From an optimization exercise on the open Yosys and OpenROAD flow, aimed at small area; shortcuts taken in it are not production practice. RTL that was checked went through simulation tests only; none was proved equivalent to the original. The flow treats the clock pin as an ideal source, which a real chip does not have. Power and IR drop assume default switching activity.

==> 06-06: inputs <==
==> flow/design.v <==
module ping_pong(up1,up2,down1,down2,start,rst,clkin,ledr,ledc,clkout,outs,en);
input up1,up2,down1,down2,start;
input rst;
input clkin;
output clkout;
output [6:0] outs;
output [3:0] en;
output [7:0] ledr, ledc;
reg [3:0] dcnt;
reg [2:0] col;           
reg [4:0] h;             
wire dstep   = dcnt[3] & dcnt[0];           
wire started = ~(dcnt[3] & dcnt[1]);        
wire c3      = col[1] & col[0];
wire hwrap   = h[4] & h[3];                 
wire h0      = (h == 5'd0);
wire h12     = h[3] & h[2] & ~h[1] & ~h[0];
wire orise   = dstep & hwrap & c3;                     
wire grise   = dstep & h0 & ~col[1] & ~col[0];         
wire gfall   = dstep & h12 & col[1] & ~col[0];         
assign clkout = ~h[4] & (~(h[3] & h[2]) | (~h[1] & ~h[0] & ~col[1]));    
always @(posedge clkin) begin
    if (rst) begin
        dcnt    <= 4'd11;
        col     <= 3'd7;
        h       <= 5'd24;
    end else begin
        dcnt    <= dstep ? 4'd0 : dcnt + 4'd1;
        if (dstep) begin
            col <= col + 3'd1;
            if (c3) h <= hwrap ? 5'd0 : h + 5'd1;
        end
    end
end
reg smv, sdn;
always @(posedge clkin)
    if (orise) begin
        smv <= start & (up1 ^ down1);
        sdn <= start & (down1 | ~up1);
    end
wire s_st = smv | sdn;
wire s_u1 = smv & ~sdn;
wire s_d1 = smv &  sdn;
reg [2:0] p2_n;
wire [2:0] p2 = ~p2_n;
reg [2:0] p1_n;
wire [2:0] p1 = ~p1_n;    
reg [2:0] bx, by;    
reg       vx;        
reg [1:0] vy;        
reg [3:0] score1, score2;
reg       resetb;    
always @(posedge clkin) begin
    if (rst)
        p2_n <= ~(3'd1);
    else if (orise & start & (up2 ^ down2)) begin
        if (down2 & ~(p2[2] & p2[1])) p2_n <= ~(p2 + 3'd1);
        if (up2 & (p2[2] | p2[1])) p2_n <= ~(p2 - 3'd1);
    end
end
always @(posedge clkin) begin
    if (rst) begin
        p1_n <= ~(3'd1);
        bx <= 3'd4; by <= 3'd4;
    end else if (grise & s_st) begin
        if (s_d1 & ~(p1[2] & p1[1])) p1_n <= ~(p1 + 3'd1);
        if (s_u1 & (p1[2] | p1[1])) p1_n <= ~(p1 - 3'd1);
        if (!resetb) begin
            bx <= vx ? bx - 3'd1 : bx + 3'd1;
            if (!vy[1]) by <= vy[0] ? by - 3'd1 : by + 3'd1;
        end else begin
            bx <= 3'd3; by <= 3'd3;
        end
    end
end
wire edge_row = (by == 3'd0) | (by == 3'd7);
wire [2:0] ps   = bx[2] ? p2 : p1;         
wire [2:0] dy   = by - ps;
wire hit  = ~(dy[2] ^ dy[1]) & (~dy[1] | dy[0]) & ~edge_row;    
wire side = (bx == 3'd6) | (bx == 3'd1);
always @(posedge clkin) begin
    if (rst) begin
        vx <= 1'b1;
        vy <= 2'd2;
        score1 <= 4'd0;
        score2 <= 4'd0;
        resetb <= 1'b0;
    end else if (gfall) begin
        if (side) begin
            if (hit) vy <= {~dy[0], dy[2]};
            vx <= bx[2] ^ ~hit;
        end
        if (!resetb) begin
            if (bx == 3'd7) begin
                score1 <= score1 + 4'd1; vx <= 1'b1; resetb <= 1'b1;
            end else if (bx == 3'd0) begin
                score2 <= score2 + 4'd1; vx <= 1'b0; resetb <= 1'b1;
            end
        end else
            resetb <= 1'b0;
        if (by == 3'd0) vy <= 2'd0;
        if (by == 3'd7) vy <= 2'd1;
    end
end
wire [3:0] sc = col[0] ? score2 : score1;
reg  [6:0] seg;
always @(*) begin
    case (sc)
    4'd0: seg = 7'b0000001;
    4'd1: seg = 7'b1001111;
    4'd2: seg = 7'b0010010;
    4'd3: seg = 7'b0000110;
    4'd4: seg = 7'b1001100;
    4'd5: seg = 7'b0100100;
    4'd6: seg = 7'b0100000;
    4'd7: seg = 7'b0001111;
    4'd8: seg = 7'b0000000;
    default: seg = 7'b0000100;
    endcase
end
assign outs = started ? seg : 7'b1111111;
assign en   = started ? (col[0] ? 4'b1110 : 4'b0111) : 4'b1111;
assign ledc = started ? (8'b10000000 >> col) : 8'b00000000;
wire [2:0] pd    = col[0] ? p2 : p1;     
wire [7:0] prow;
assign prow[0] = ~pd[2] & ~pd[1];
assign prow[1] = ~pd[2] & ~(pd[1] & pd[0]);
assign prow[2] = ~pd[2];
assign prow[3] = (pd == 3'd2) | (pd == 3'd3) | (pd == 3'd4);
assign prow[4] = (pd == 3'd3) | (pd == 3'd4) | (pd == 3'd5);
assign prow[5] = pd[2];
assign prow[6] = pd[2] & (pd[1] | pd[0]);
assign prow[7] = pd[2] & pd[1];
wire [7:0] ball  = (bx == col) ? (8'b00000001 << by) : 8'b00000000;
wire [7:0] lit   = ball | ((ledc[7] | ledc[0]) ? prow : 8'b0);    
assign ledr = started ? ~lit : 8'b11111111;
endmodule
==> flow/flow/run.sh <==
#!/bin/bash
# Layout flow: the standard synthesis, then the combinational logic of the
# synthesized netlist is re-mapped by ABC for area (flip-flops are kept as the
# standard synthesis made them, same instances, names and cells), then the
# standard ORFS flow from floorplan to finish, with small port buffers and a
# clock net split over a few buffers (flow/clkgroups.tcl) instead of CTS's tree.
# Each tool logs to its own file in this folder.
set -euo pipefail
R=orfs/results/sky130hd/ping_pong/base
L=orfs/logs/sky130hd/ping_pong/base

bash standard.sh synth > log_1_standard_synth.txt 2>&1
cp $R/1_2_yosys.v synth_standard.v

# same dont-use list that the standard synthesis gave ABC
DONTUSE=$(grep -m1 -oE '^abc .*' $L/1_2_yosys.log | grep -oE -- '-dont_use [^ ]+' | tr '\n' ' ')
LIB=$FLOW_HOME/platforms/sky130hd/lib/sky130_fd_sc_hd__tt_025C_1v80.lib

# several ABC scripts; the smallest result that proves equivalent is used
SCRIPTS=("+strash;dc2;dch,-f;amap")
for seed in $(seq 1 20); do
  SCRIPTS+=("+strash;&get,-n;&deepsyn,-T,30,-S,$seed;&put;dch,-f;amap")
done
for i in "${!SCRIPTS[@]}"; do
cat > reabc_$i.ys <<EOS
read_liberty -ignore_miss_func $LIB
read_verilog synth_standard.v
hierarchy -top $FLOW_TOP
setattr -mod -set blackbox 1 sky130_fd_sc_hd__df* sky130_fd_sc_hd__edf* sky130_fd_sc_hd__sdf* sky130_fd_sc_hd__dl* sky130_fd_sc_hd__conb_1
flatten
opt -purge
abc -liberty $LIB $DONTUSE -script ${SCRIPTS[$i]}
opt_clean -purge
hilomap -singleton -hicell sky130_fd_sc_hd__conb_1 HI -locell sky130_fd_sc_hd__conb_1 LO
splitnets
opt_clean -purge
tee -o reabc_stat_$i.txt stat -liberty $LIB
write_verilog -noattr -nohex -nodec synth_reabc_$i.v
EOS
( yosys -l log_2_reabc_yosys_$i.txt -q -s reabc_$i.ys > /dev/null 2>&1 || true ) &
if (( (i + 1) % ${NUM_CORES:-4} == 0 )); then wait; fi
done
wait

# equivalence of a re-mapped netlist with the standard one
equiv() {
cat > equiv_$1.ys <<EOS
read_liberty -ignore_miss_func $LIB
read_verilog synth_standard.v
rename $FLOW_TOP gold
read_verilog synth_reabc_$1.v
rename $FLOW_TOP gate
flatten gold gate
opt_clean
equiv_make gold gate equiv
hierarchy -top equiv
equiv_simple -undef
equiv_induct -undef
equiv_status -assert
EOS
yosys -l log_3_equiv_yosys_$1.txt -q -s equiv_$1.ys > /dev/null 2>&1
}
CHOSEN=""
for i in $(for i in "${!SCRIPTS[@]}"; do [[ -f reabc_stat_$i.txt ]] && echo "$(grep 'Chip area' reabc_stat_$i.txt | awk '{print $NF}') $i"; done | sort -n | awk '{print $2}'); do
  if equiv $i; then CHOSEN=$i; break; fi
done
if [[ -z "$CHOSEN" ]]; then
  echo "no re-mapped netlist proved equivalent; using the standard synthesis" > reabc_choice.txt
else
  echo "chosen: $CHOSEN ${SCRIPTS[$CHOSEN]} $(grep 'Chip area' reabc_stat_$CHOSEN.txt)" > reabc_choice.txt
  cp synth_reabc_$CHOSEN.v $R/1_2_yosys.v
  touch $R/1_2_yosys.v
fi

# extra ORFS settings for the layout (array EXTRA)
source flow/settings.sh
bash standard.sh finish "${EXTRA[@]}" > log_4_standard_finish.txt 2>&1
==> flow/flow/clkgroups.tcl <==
# Clock distribution (run before CTS, which then finds the clock already buffered): the clock sinks are split into NG groups along x, each
# driven by one buffer of type CBUF at the group's centroid; the clock port
# drives the NG buffers directly.
foreach {v d} {CLKNET clkin NG 2 CBUF sky130_fd_sc_hd__clkbuf_8} {
  if {![info exists ::env(CLK_$v)]} { set ::env(CLK_$v) $d }
}
set block [ord::get_db_block]
set dbu [[ord::get_db_tech] getDbUnitsPerMicron]
set sinks {}
foreach it [[$block findNet $::env(CLK_CLKNET)] getITerms] {
  if {![$it isInputSignal]} { continue }
  set b [[$it getInst] getBBox]
  lappend sinks [list [expr {([$b xMin] + [$b xMax]) / 2}] [expr {([$b yMin] + [$b yMax]) / 2}] [[$it getInst] getName]/[[$it getMTerm] getName]]
}
set sinks [lsort -integer -index 0 $sinks]
set n [llength $sinks]
set ng $::env(CLK_NG)
for {set g 0} {$g < $ng} {incr g} {
  set lo [expr {$g * $n / $ng}]; set hi [expr {($g + 1) * $n / $ng - 1}]
  set grp [lrange $sinks $lo $hi]
  set xs 0; set ys 0; set pins {}
  foreach s $grp { set xs [expr {$xs + [lindex $s 0]}]; set ys [expr {$ys + [lindex $s 1]}]; lappend pins [get_pins [lindex $s 2]] }
  set k [llength $grp]
  insert_buffer -buffer_cell $::env(CLK_CBUF) -net $::env(CLK_CLKNET) -load_pins $pins -location [list [expr {$xs/$k/double($dbu)}] [expr {$ys/$k/double($dbu)}]] -buffer_name clkbuf_g$g -net_name clknet_g$g
}
==> flow/flow/settings.sh <==
EXTRA=(
  "BUFFER_PORTS_ARGS=-buffer_cell sky130_fd_sc_hd__buf_1"
  "SKIP_REPAIR_TIE_FANOUT=1"
  "PRE_CTS_TCL=$PWD/flow/clkgroups.tcl"
  "CTS_ARGS=-sink_clustering_enable -repair_clock_nets -dont_use_dummy_load -buf_list sky130_fd_sc_hd__clkbuf_8 -sink_clustering_size 50 -sink_clustering_max_diameter 300"
)
==> flow/standard.sh <==
#!/bin/bash
# synth_recipe.tcl (not shown) runs the flow's synth.tcl, then flattens the netlist and writes it again
# the make line also repeats each setting of config.mk as NAME=value (left out here)
make -C /OpenROAD-flow-scripts/flow DESIGN_CONFIG=/design/flow/config.mk WORK_HOME=/design/flow/orfs CLKGATE_MAP_FILE= SYNTH_SCRIPT=/design/flow/synth_recipe.tcl "${@:-finish}"
==> flow/config.mk <==
export PLATFORM = sky130hd
export DESIGN_NAME = ping_pong
export DESIGN_NICKNAME = ping_pong
export VERILOG_FILES = /design/flow/design.v
export SDC_FILE = /design/flow/constraint.sdc
export NUM_CORES = 4
export LEC_CHECK = 0
export CAP_MARGIN = 20
export CORE_MARGIN = 2
export CORE_UTILIZATION = 40
export SLEW_MARGIN = 20
==> flow/constraint.sdc <==
create_clock -name core_clock -period 8.0 [get_ports {clkin}]
set_input_delay 1.6000 -clock core_clock [delete_from_list [all_inputs] [get_ports {clkin}]]
set_output_delay 1.6000 -clock core_clock [all_outputs]
set_load 0.01 [all_outputs]
==> 08-28 (differences from 06-06) <==
--- a/flow/design.v
+++ b/flow/design.v
@@ -41,10 +41,7 @@
 wire s_st = smv | sdn;
 wire s_u1 = smv & ~sdn;
 wire s_d1 = smv &  sdn;
-reg [2:0] p2_n;
-wire [2:0] p2 = ~p2_n;
-reg [2:0] p1_n;
-wire [2:0] p1 = ~p1_n;    
+reg [2:0] p1, p2;    
 reg [2:0] bx, by;    
 reg       vx;        
 reg [1:0] vy;        
@@ -52,19 +49,19 @@
 reg       resetb;    
 always @(posedge clkin) begin
     if (rst)
-        p2_n <= ~(3'd1);
+        p2 <= 3'd1;
     else if (orise & start & (up2 ^ down2)) begin
-        if (down2 & ~(p2[2] & p2[1])) p2_n <= ~(p2 + 3'd1);
-        if (up2 & (p2[2] | p2[1])) p2_n <= ~(p2 - 3'd1);
+        if (down2 & ~(p2[2] & p2[1])) p2 <= p2 + 3'd1;
+        if (up2 & (p2[2] | p2[1])) p2 <= p2 - 3'd1;
     end
 end
 always @(posedge clkin) begin
     if (rst) begin
-        p1_n <= ~(3'd1);
+        p1 <= 3'd1;
         bx <= 3'd4; by <= 3'd4;
     end else if (grise & s_st) begin
-        if (s_d1 & ~(p1[2] & p1[1])) p1_n <= ~(p1 + 3'd1);
-        if (s_u1 & (p1[2] | p1[1])) p1_n <= ~(p1 - 3'd1);
+        if (s_d1 & ~(p1[2] & p1[1])) p1 <= p1 + 3'd1;
+        if (s_u1 & (p1[2] | p1[1])) p1 <= p1 - 3'd1;
         if (!resetb) begin
             bx <= vx ? bx - 3'd1 : bx + 3'd1;
             if (!vy[1]) by <= vy[0] ? by - 3'd1 : by + 3'd1;
--- a/flow/flow/run.sh
+++ b/flow/flow/run.sh
@@ -18,7 +18,7 @@
 
 # several ABC scripts; the smallest result that proves equivalent is used
 SCRIPTS=("+strash;dc2;dch,-f;amap")
-for seed in $(seq 1 20); do
+for seed in 1 2 3 4 5 6 7 8 9 10 11 12; do
   SCRIPTS+=("+strash;&get,-n;&deepsyn,-T,30,-S,$seed;&put;dch,-f;amap")
 done
 for i in "${!SCRIPTS[@]}"; do
==> flow/flow/settings.sh (replaced) <==
EXTRA=(
  "BUFFER_PORTS_ARGS=-buffer_cell sky130_fd_sc_hd__buf_1"
  "PRE_CTS_TCL=$PWD/flow/clkgroups.tcl"
  "CTS_ARGS=-sink_clustering_enable -repair_clock_nets -dont_use_dummy_load -buf_list sky130_fd_sc_hd__clkbuf_8 -sink_clustering_size 50 -sink_clustering_max_diameter 300"
)
==> 01-01 (differences from 06-06) <==
--- a/flow/design.v
+++ b/flow/design.v
@@ -41,10 +41,7 @@
 wire s_st = smv | sdn;
 wire s_u1 = smv & ~sdn;
 wire s_d1 = smv &  sdn;
-reg [2:0] p2_n;
-wire [2:0] p2 = ~p2_n;
-reg [2:0] p1_n;
-wire [2:0] p1 = ~p1_n;    
+reg [2:0] p1, p2;    
 reg [2:0] bx, by;    
 reg       vx;        
 reg [1:0] vy;        
@@ -52,19 +49,19 @@
 reg       resetb;    
 always @(posedge clkin) begin
     if (rst)
-        p2_n <= ~(3'd1);
+        p2 <= 3'd1;
     else if (orise & start & (up2 ^ down2)) begin
-        if (down2 & ~(p2[2] & p2[1])) p2_n <= ~(p2 + 3'd1);
-        if (up2 & (p2[2] | p2[1])) p2_n <= ~(p2 - 3'd1);
+        if (down2 & ~(p2[2] & p2[1])) p2 <= p2 + 3'd1;
+        if (up2 & (p2[2] | p2[1])) p2 <= p2 - 3'd1;
     end
 end
 always @(posedge clkin) begin
     if (rst) begin
-        p1_n <= ~(3'd1);
+        p1 <= 3'd1;
         bx <= 3'd4; by <= 3'd4;
     end else if (grise & s_st) begin
-        if (s_d1 & ~(p1[2] & p1[1])) p1_n <= ~(p1 + 3'd1);
-        if (s_u1 & (p1[2] | p1[1])) p1_n <= ~(p1 - 3'd1);
+        if (s_d1 & ~(p1[2] & p1[1])) p1 <= p1 + 3'd1;
+        if (s_u1 & (p1[2] | p1[1])) p1 <= p1 - 3'd1;
         if (!resetb) begin
             bx <= vx ? bx - 3'd1 : bx + 3'd1;
             if (!vy[1]) by <= vy[0] ? by - 3'd1 : by + 3'd1;
--- a/flow/flow/run.sh
+++ b/flow/flow/run.sh
@@ -18,7 +18,7 @@
 
 # several ABC scripts; the smallest result that proves equivalent is used
 SCRIPTS=("+strash;dc2;dch,-f;amap")
-for seed in $(seq 1 20); do
+for seed in 1 2 3 4 5 6 7 8; do
   SCRIPTS+=("+strash;&get,-n;&deepsyn,-T,30,-S,$seed;&put;dch,-f;amap")
 done
 for i in "${!SCRIPTS[@]}"; do
==> flow/flow/settings.sh (replaced) <==
EXTRA=(
  "BUFFER_PORTS_ARGS=-buffer_cell sky130_fd_sc_hd__buf_1"
  "PRE_CTS_TCL=$PWD/flow/clkgroups.tcl"
  "CTS_ARGS=-sink_clustering_enable -repair_clock_nets -dont_use_dummy_load -buf_list sky130_fd_sc_hd__clkbuf_8 -sink_clustering_size 50 -sink_clustering_max_diameter 300"
)
==> summary.txt <==
Setup path
  – WP data arrival: around 2700 ps
  – Worst-path maximum fanout: 11

Detailed routing
  – Met3 WL: 199 µm

Power
  – Combinational power: 76.9 µW

Finish
  – Fraction of area in registers: about a third
  – Number of multi-input logic gates: 207

Run status
  – Outcome: complete, no violations

Floorplanning
  – Die height: 75.12 µm

Timing
  – Slew margin rel.: 46.54%
  – Hold slack: roughly 440 ps

GRT
  – GRT Util Overall: 18.67%
The numbers above come from 08-28.

==> summary.txt <==
Run status
  – Outcome: complete, no violations

Detailed routing
  – Wl on met1: between 2000 and 2500 µm
  – Met3 WL: 191 µm

Setup path
  – CP Data Required Time: 6400 ps
  – Worst-path maximum fanout: 13

Floorplanning
  – DIE WIDTH: between 70 and 80 µm
  – Die height: 75.23 µm

Min path
  – Worst hold path class: reg2reg

GRT
  – Met3 GRT Util: less than 1%
  – GRT Util Overall: between 10% and 20%

Finish
  – Number of multi-input logic gates: just under 200
  – Fraction of area in registers: between 30 and 40%

Power
  – Combinational power: ~82 µW
  – Maximum VDD drop: 0.0001543 V

Timing
  – Hold slack: 440.2 ps
  – Slew margin rel.: a little over three fifths
The numbers above come from 06-06.

==> summary.txt <==
Timing
  – Slew margin rel.: a little under half

Run status
  – Outcome: complete, no violations

Finish
  – Fraction of area in registers: 34.57%
  – Number of multi-input logic gates: 207

Floorplanning
  – Die height: 75.12 µm

Setup path
  – Worst-path maximum fanout: 11
  – WP data arrival: 2720 ps

Detailed routing
  – Met3 WL: 199 µm

Power
  – Reported net switching power: 112.6 µW
  – PD cells: 159.6 mW/mm²
  – Combinational power: 76.9 µW

GRT
  – GRT Util Overall: 18.67%
  – Most used routing layer: met2

Min path
  – Hold EP: dcnt[0]$_SDFF_PP1_
The numbers above come from 01-01.

For 06-06, only the layout was checked, not whether the RTL still works.

## what the ideal ports hide
The flow's constraints put no driver on any port. The routed layouts listed below were extracted and timed again, unchanged, in two steps. Step 1: set_driving_cell puts a clkbuf_16 on clkin and a buf_2 on each other input, an assumption about the parent block. Step 2 times the ports against the registers' clock, not the clock port: input delays grow and output delays shrink by t, the midpoint of the rising clock arrivals with the driver on. Three values: ideal ports, drivers, drivers and shift; two values: the first two.
run | t (ns) | setup WS [ns] | hold WS [ns] | latest minus earliest clock arrival (ns)
06-06 | 0.207 | 3.448 / 3.410 / 3.617 | 0.440 / 0.440 / 0.440 | 0.003 / 0.004
08-28 | 0.208 | 3.677 / 3.637 / 3.846 | 0.440 / 0.440 / 0.440 | 0.004 / 0.005
01-01 | 0.208 | 3.677 / 3.637 / 3.846 | 0.440 / 0.440 / 0.440 | 0.004 / 0.005
After both steps setup and hold are still met in every run listed.
